This is an optimization exercise on Yosys and OpenROAD, whose aim is small area, not a production implementation.
The RTL was checked by simulation tests, not by an equivalence proof against the original design.
Power is estimated from default activity; no workload was simulated.

<file path="flow/config.mk">
export PLATFORM = sky130hd
export DESIGN_NAME = CloclSystem
export DESIGN_NICKNAME = CloclSystem
export VERILOG_FILES = /design/flow/design.v
export SDC_FILE = /design/flow/constraint.sdc
export NUM_CORES = 4
export LEC_CHECK = 0
export CAP_MARGIN = 20
export CORE_MARGIN = 2
export CORE_UTILIZATION = 40
export PLACE_DENSITY = 0.6
export SLEW_MARGIN = 20
</file>
<file path="flow/constraint.sdc">
create_clock -name core_clock -period 10.0 [get_ports {clk_50m}]
set_input_delay 2.0000 -clock core_clock [delete_from_list [all_inputs] [get_ports {clk_50m}]]
set_output_delay 2.0000 -clock core_clock [all_outputs]
set_load 0.01 [all_outputs]
</file>
<file path="flow/design.v">
`timescale 1ns / 1ps
module CloclSystem(
    input clk_50m,
    input cr,
    input en,
    input [1:0] clock_set_select,alarm_set_select,
    input alarm_and_ratio_en,
    input confirm,
    input day_set,
    output alarm,
    output is_pm,
    output [6:0] seg,
    output [7:0] pos,
    output [7:0] output_second
    );
    reg [4:0] dv_a;
    reg [4:0] dv_m;
    wire a_end = (dv_a == 5'd24);
    wire clk_1k_w  = dv_m[0];
    wire clk_1hz_w = (dv_m >= 5'd10);
    wire [4:0] m10 = clk_1hz_w ? dv_m - 5'd10 : dv_m;
    wire clk_2hz_w = (m10 >= 5'd5);
    wire tick_1k  = a_end & ~clk_1k_w;
    wire tick_1hz = a_end & (dv_m == 5'd9);
    always @(posedge clk_50m or negedge cr)
        if (!cr) begin
            dv_a <= 5'd0;
            dv_m <= 5'd0;
        end else begin
            dv_a <= a_end ? 5'd0 : dv_a + 5'd1;
            if (a_end)
                dv_m <= (dv_m == 5'd19) ? 5'd0 : dv_m + 5'd1;
        end
    reg [3:0] su, mu, hu;
    reg [2:0] st, mt;
    reg [1:0] ht;
    wire sec_clr = (clock_set_select == 2'b01) & confirm;
    wire up_second = (su == 4'd9) & (st == 3'd5);
    wire up_minute = (mu == 4'd9) & (mt == 3'd5);
    wire min_en  = (up_second & (clock_set_select != 2'b01)) | (confirm & (clock_set_select == 2'b10));
    wire hour_en = (up_minute & up_second & (clock_set_select != 2'b10)) | (confirm & (clock_set_select == 2'b11));
    always @(posedge clk_50m or negedge cr)
        if (!cr) begin
            su <= 4'd0;
            st <= 3'd0;
        end else if (sec_clr) begin
            su <= 4'd0;
            st <= 3'd0;
        end else if (tick_1hz) begin
            su <= (su == 4'd9) ? 4'd0 : su + 4'd1;
            if (su == 4'd9)
                st <= (st == 3'd5) ? 3'd0 : st + 3'd1;
        end
    always @(posedge clk_50m or negedge cr)
        if (!cr) begin
            mu <= 4'd0;
            mt <= 3'd0;
        end else if (tick_1hz & min_en) begin
            mu <= (mu == 4'd9) ? 4'd0 : mu + 4'd1;
            if (mu == 4'd9)
                mt <= (mt == 3'd5) ? 3'd0 : mt + 3'd1;
        end
    always @(posedge clk_50m or negedge cr)
        if (!cr) begin
            hu <= 4'd0;
            ht <= 2'd0;
        end else if (tick_1hz & hour_en) begin
            if ((ht == 2'd2) & (hu == 4'd3)) begin
                hu <= 4'd0;
                ht <= 2'd0;
            end else if (hu == 4'd9) begin
                hu <= 4'd0;
                ht <= ht + 2'd1;
            end else
                hu <= hu + 4'd1;
        end
    reg [3:0] amu, ahu;
    reg [2:0] amt;
    reg [1:0] aht;
    wire amin_en  = en & confirm & (alarm_set_select == 2'b01);
    wire ahour_en = en & confirm & (alarm_set_select == 2'b10);
    always @(posedge clk_50m or negedge cr)
        if (!cr) begin
            amu <= 4'd0;
            amt <= 3'd0;
        end else if (tick_1hz & amin_en) begin
            amu <= (amu == 4'd9) ? 4'd0 : amu + 4'd1;
            if (amu == 4'd9)
                amt <= (amt == 3'd5) ? 3'd0 : amt + 3'd1;
        end
    always @(posedge clk_50m or negedge cr)
        if (!cr) begin
            ahu <= 4'd0;
            aht <= 2'd0;
        end else if (tick_1hz & ahour_en) begin
            if ((aht == 2'd2) & (ahu == 4'd3)) begin
                ahu <= 4'd0;
                aht <= 2'd0;
            end else if (ahu == 4'd9) begin
                ahu <= 4'd0;
                aht <= aht + 2'd1;
            end else
                ahu <= ahu + 4'd1;
        end
    wire eq = ({ht, hu, mt, mu} == {aht, ahu, amt, amu});
    reg [4:0] ch;
    wire [4:0] hbin = {3'd0, ht} * 5'd10 + {1'b0, hu};
    wire [4:0] h12 = (hbin == 5'd0) ? 5'd12 : (hbin > 5'd12) ? hbin - 5'd12 : hbin;
    wire [4:0] hch = day_set ? h12 : hbin;
    wire top_of_hour = ({mt, mu, st, su} == 14'd0);
    always @(posedge clk_50m or negedge cr)
        if (!cr)
            ch <= 5'd0;
        else if (tick_1hz & en) begin
            if (top_of_hour & (hch != 5'd0))
                ch <= hch;
            else if (ch != 5'd0)
                ch <= ch - 5'd1;
        end
    wire hour_alarm = en & clk_1hz_w & (ch != 5'd0);
    assign alarm = alarm_and_ratio_en & (hour_alarm | (eq & clk_2hz_w)) &
                   (clock_set_select == 2'b00) & (alarm_set_select == 2'b00);
    wire amode = alarm_set_select[0] ^ alarm_set_select[1];
    wire [3:0] dsu = amode ? 4'd0 : su;
    wire [2:0] dst = amode ? 3'd0 : st;
    wire [3:0] dmu = amode ? amu : mu;
    wire [2:0] dmt = amode ? amt : mt;
    wire [3:0] dhu = amode ? ahu : hu;
    wire [1:0] dht = amode ? aht : ht;
    assign output_second = {1'b0, dst, dsu};
    wire after_noon = (dht == 2'd2) | ((dht == 2'd1) & (dhu > 4'd2));
    wire is_noon = (dht == 2'd1) & (dhu == 4'd2);
    wire midnight = (dht == 2'd0) & (dhu == 4'd0);
    assign is_pm = day_set & (after_noon | is_noon);
    reg [3:0] hu12;
    reg [1:0] ht12;
    always @* begin
        hu12 = dhu;
        ht12 = dht;
        if (day_set) begin
            if (midnight) begin
                hu12 = 4'd2;
                ht12 = 2'd1;
            end else if (after_noon) begin
                if (dhu < 4'd2) begin
                    hu12 = dhu + 4'd8;
                    ht12 = dht - 2'd2;
                end else begin
                    hu12 = dhu - 4'd2;
                    ht12 = dht - 2'd1;
                end
            end
        end
    end
    reg [2:0] sc;
    always @(posedge clk_50m or negedge cr)
        if (!cr)
            sc <= 3'd0;
        else if (tick_1k & en)
            sc <= {sc[1:0], ~sc[2]};
    wire p0 = ~sc[2] & ~sc[0];
    wire p1 = ~sc[1] &  sc[0];
    wire p2 = ~sc[2] &  sc[1];
    wire p3 =  sc[2] &  sc[0];
    wire p4 =  sc[1] & ~sc[0];
    wire p5 =  sc[2] & ~sc[1];
    wire [3:0] digit = ({4{p0}} & dsu) | ({4{p1}} & {1'b0, dst}) |
                       ({4{p2}} & dmu) | ({4{p3}} & {1'b0, dmt}) |
                       ({4{p4}} & hu12) | ({4{p5}} & {2'b00, ht12});
    reg [6:0] seg_tmp;
    always @*
        case (digit)
            4'd0: seg_tmp = 7'b000_0001;
            4'd1: seg_tmp = 7'b100_1111;
            4'd2: seg_tmp = 7'b001_0010;
            4'd3: seg_tmp = 7'b000_0110;
            4'd4: seg_tmp = 7'b100_1100;
            4'd5: seg_tmp = 7'b010_0100;
            4'd6: seg_tmp = 7'b010_0000;
            4'd7: seg_tmp = 7'b000_1111;
            4'd8: seg_tmp = 7'b000_0000;
            4'd9: seg_tmp = 7'b000_0100;
            default: seg_tmp = 7'b011_0000;
        endcase
    assign seg = cr ? seg_tmp : 7'd0;
    assign pos = cr ? ~{2'b00, p5, p4, p3, p2, p1, p0} : 8'd0;
endmodule
</file>
<file path="flow/run.sh">
#!/bin/bash
# synth_recipe.tcl (not shown) runs the flow's synth.tcl, then flattens the netlist and writes it again
# the make line also repeats each setting of config.mk as NAME=value (left out here)
make -C /OpenROAD-flow-scripts/flow DESIGN_CONFIG=/design/flow/config.mk WORK_HOME=/design/flow/orfs CLKGATE_MAP_FILE= SYNTH_SCRIPT=/design/flow/synth_recipe.tcl finish
</file>
==> impl_metrics.json <==
{
  "worstPathRequired_ns": 8.00,
  "fin_crit_sh": 0.801,
  "num_vias": 3773,
  "grtUsageTotal": 0.189,
  "cap_viol_max_count": 0,
  "crit_path_start_kind": "input port",
  "path_clk_slew_ns": 0.10,
  "cts_tree": "yes",
  "gp_congestion": 0.829,
  "numCtsBuffers": 5,
  "status": "timing/DRC/antenna clean",
  "overflow": 0,
  "layout-drive-gt1-share": 0.0548,
  "die-area_um2": 11600,
  "synth_seq_area_share": 0.297,
  "setup_ws_ns": 1.99,
  "die_x_um": 108,
  "die_h_um": 108,
  "start_util": 0.414,
  "syn_nets": 557,
  "finalClockSkew_ns": 0.00766,
  "post-place-ws_ns": 1.63,
  "drt-initial-drc-count": 187,
  "holdWs_ns": 0.502,
  "via_per_inst": 5.67,
  "r2r_cells": 10,
  "root_buffer": "clkbuf_8",
  "fmax_mhz": 125,
  "grt_max_degree": 52,
  "clk_latency_ns": 0.31,
  "yosys_warnings": 1,
  "post_cts_buffers": 0,
  "ys_async_sr_fraction": 1.00,
  "synth_edf_count": 0,
  "netlist_instances": 520,
  "holdPathStages": 1,
  "ios": 35,
  "setup_violations": 0,
  "path_class": "input port to primary output",
  "nets": 565,
  "area_growth_pct": 10.9,
  "power_mw": 0.402,
  "syn_area_um2": 4290,
  "cp_max_fo": 34,
  "htreeDepth": 2,
  "place.detailed.hpwl_um": 7640,
  "startpoint": "alarm_set_select[0]",
  "drc": 0,
  "drt_wl_total_um": 10500,
  "syn_avg_cell_area_um2": 8.25,
  "synth.ff_latch_count": 51,
  "placeableCoreArea_um2": 10400,
  "p_leak_nw": 2.11,
  "cts_sinks": 51,
  "setup_tns_ns": 0,
  "wire_per_inst_um": 15.8,
  "slew_violations": 0,
  "tightest_slew_ns": 0.756,
  "post_cts_resized": 0,
  "antenna_found_initial": 0,
  "hold_path.class": "flip-flop to flip-flop",
  "rows": 37,
  "ys.flop_type": "dfrtp_1",
  "min_period_ns": 8.01,
  "ctsHoldBuffers": 0,
  "grt_pass1_vias": 3609,
  "powerDensity_nw_per_um2": 84.4,
  "vdd_ir_drop_max_uv": 57.2,
  "numPortBuffers": 33,
  "r2r-start": "hu[1]",
  "rsz0062_at_grt": "false",
  "num_antenna_cells": 0,
  "r2r_slack_ns": 6.60,
  "arrival_ns": 6.01,
  "ant_nets": 0,
  "end_kind": "primary output",
  "clockBufferDepth": 2,
  "hp-start": "dv_a[0]",
  "synth.distinct_cells": 73,
  "slew_headroom": 0.493,
  "grt_pass1_wl_um": 17800,
  "final_util": 0.459,
  "hold_viol_final": 0,
  "firstDrtPassIters": 5
}
==> area by class of cell <==
class	count	area (um2)
Multi-Input combinational cell	403	2730
Timing Repair Buffer	35	340
Clock buffer	6	82.6
Clock inverter	2	38.8
Sequential cell	51	1280
Tap cell	136	170
Inverter	32	120
Fill cell	1036	5610
==> state kept, by name, summed over array words and instances (netlist names) <==
name / cells
st: 3
dv_m: 5
dv_a: 5
ht: 2
amt: 3
aht: 2
mu: 4
su: 4
amu: 4
ch: 5
hu: 4
sc: 3
mt: 3
ahu: 4
==> worst max-delay path, stage by stage <==
cell,delay [ns]
clkdlybuf4s50_1,0.52
inv_1,0.09
ha_2,0.75
nor3_1,0.17
a21o_1,0.22
o211ai_1,0.09
a311oi_1,0.11
a211oi_1,0.67
inv_1,0.17
ha_1,0.33
inv_1,0.05
o32ai_1,0.26
clkdlybuf4s50_1,0.58
==> synth_stat cells, types with 3 or more instances <==
| cell | number | area (um2) |
|---|---|---|
| nor3_1 | 13 | 65.1 |
| buf_2 | 3 | 15.0 |
| o211ai_1 | 3 | 22.5 |
| and2_1 | 6 | 37.5 |
| clkbuf_1 | 22 | 82.6 |
| mux2i_1 | 18 | 180 |
| xor2_1 | 11 | 96.3 |
| nand2b_1 | 14 | 87.6 |
| nor4_1 | 7 | 43.8 |
| a31oi_1 | 8 | 50.1 |
| nor2b_1 | 17 | 106 |
| dfrtp_1 | 51 | 1280 |
| and3_1 | 4 | 25.0 |
| nand3b_1 | 5 | 37.5 |
| a21oi_1 | 25 | 125 |
| nor2_1 | 41 | 154 |
| o22ai_1 | 4 | 25.0 |
| a22o_1 | 4 | 35.0 |
| o31ai_1 | 3 | 22.5 |
| o21ai_0 | 32 | 160 |
| a22oi_1 | 5 | 37.5 |
| nand3_1 | 20 | 100 |
| nand4_1 | 6 | 37.5 |
| buf_4 | 5 | 37.5 |
| ha_1 | 26 | 325 |
| inv_1 | 32 | 120 |
| a211oi_1 | 3 | 22.5 |
| a21o_1 | 5 | 37.5 |
| or4_1 | 4 | 30.0 |
| nor3b_1 | 5 | 37.5 |
| xnor2_1 | 14 | 123 |
| mux2_2 | 7 | 78.8 |
| nand2_1 | 44 | 165 |
| or3_1 | 4 | 25.0 |
==> worst paths after layout <==
kind | endpoint
worst min-delay path | dv_a[0]
max in group asynchronous | hu[3]
worst min register to register | dv_a[0]
min in group asynchronous | sc[2]
worst max register to register | ch[1]
worst max-delay path | seg[5]
==> layer usage <==
layer  GRT usage  up-vias  part of all wire
li1            -     1858                 -
met1       0.264     1832              0.47
met2       0.315       73              0.48
met3      0.0278       10             0.043
met4      0.0321        0            0.0077
met5           0        -                 0
==> through the flow <==
stage	area (um2)	instances
detailed placement	4640	657
CTS	4760	665
finish	4760	665
floorplan	4290	520
global route	4760	665
global placement	4640	657
==> cells by family (layout without fill, tap and decap cells) <==
logic type      Yosys count  count (layout)  synth area share
flops                    51              51             0.297
other cells               1               1          0.000874
fa+ha+maj                27              27            0.0805
compound gates          120             120             0.187
mux                      26              26            0.0638
simple gates            204             204             0.253
xor+xnor                 25              25            0.0510
buf+inv                  66              75            0.0668
==> cells in the final DEF (no fill, tap or decap), types with 3 or more instances in the layout <==
cell type and instances:
clkdlybuf4s50_1 32, nand3b_1 5, nand2_1 44, a211oi_1 3, nor3b_1 5, nor2b_1 17, o22ai_1 4, o211ai_1 3
nand2b_1 14, xor2_1 11, a21oi_1 25, nand3_1 20, inv_1 32, ha_1 25, xnor2_1 14, a21o_1 5
o21ai_0 32, mux2_2 7, nor3_1 13, and2_1 6, a22oi_1 5, a31oi_1 8, nand4_1 6, and3_1 4
o31ai_1 3, nor2_1 41, or3_1 4, a22o_1 4, dfrtp_1 51, mux2i_1 18, clkbuf_8 6, nor4_1 7
or4_1 4
==> where the power goes <==
group	leakage (nW)	switching [mW]	internal, mW
Sequential	0.671	0.000863	0.206
Combinational	1.37	0.0215	0.0128
Clock	0.0618	0.0777	0.0826

## re-timing with driven ports
The flow's constraints put no driver on any port. The routed layout listed below was extracted and timed again, unchanged, in two steps. Step 1: set_driving_cell puts a clkbuf_16 on clk_50m and a buf_2 on each other input, an assumption about the parent block. Step 2 moves the port delays by t, midway between the first and last clock arrival at a register: inputs arrive t later, outputs are due t later. That takes back most of the time a late clock gives input paths. Three values: no drivers, after step 1, after step 2; two values: the first two.
t, ns: 0.343
slack for setup (ns): 1.990 / 1.967 / 1.967
hold WS [ns]: 0.502 / 0.502 / 0.502
worst setup path at the end: input to output
worst slew at a driven data input, ns: 0.04
After both steps this run still meets setup and hold. For this run, drivers alone change the setup slack by -0.023 ns; drivers and shift together by -0.023 ns.
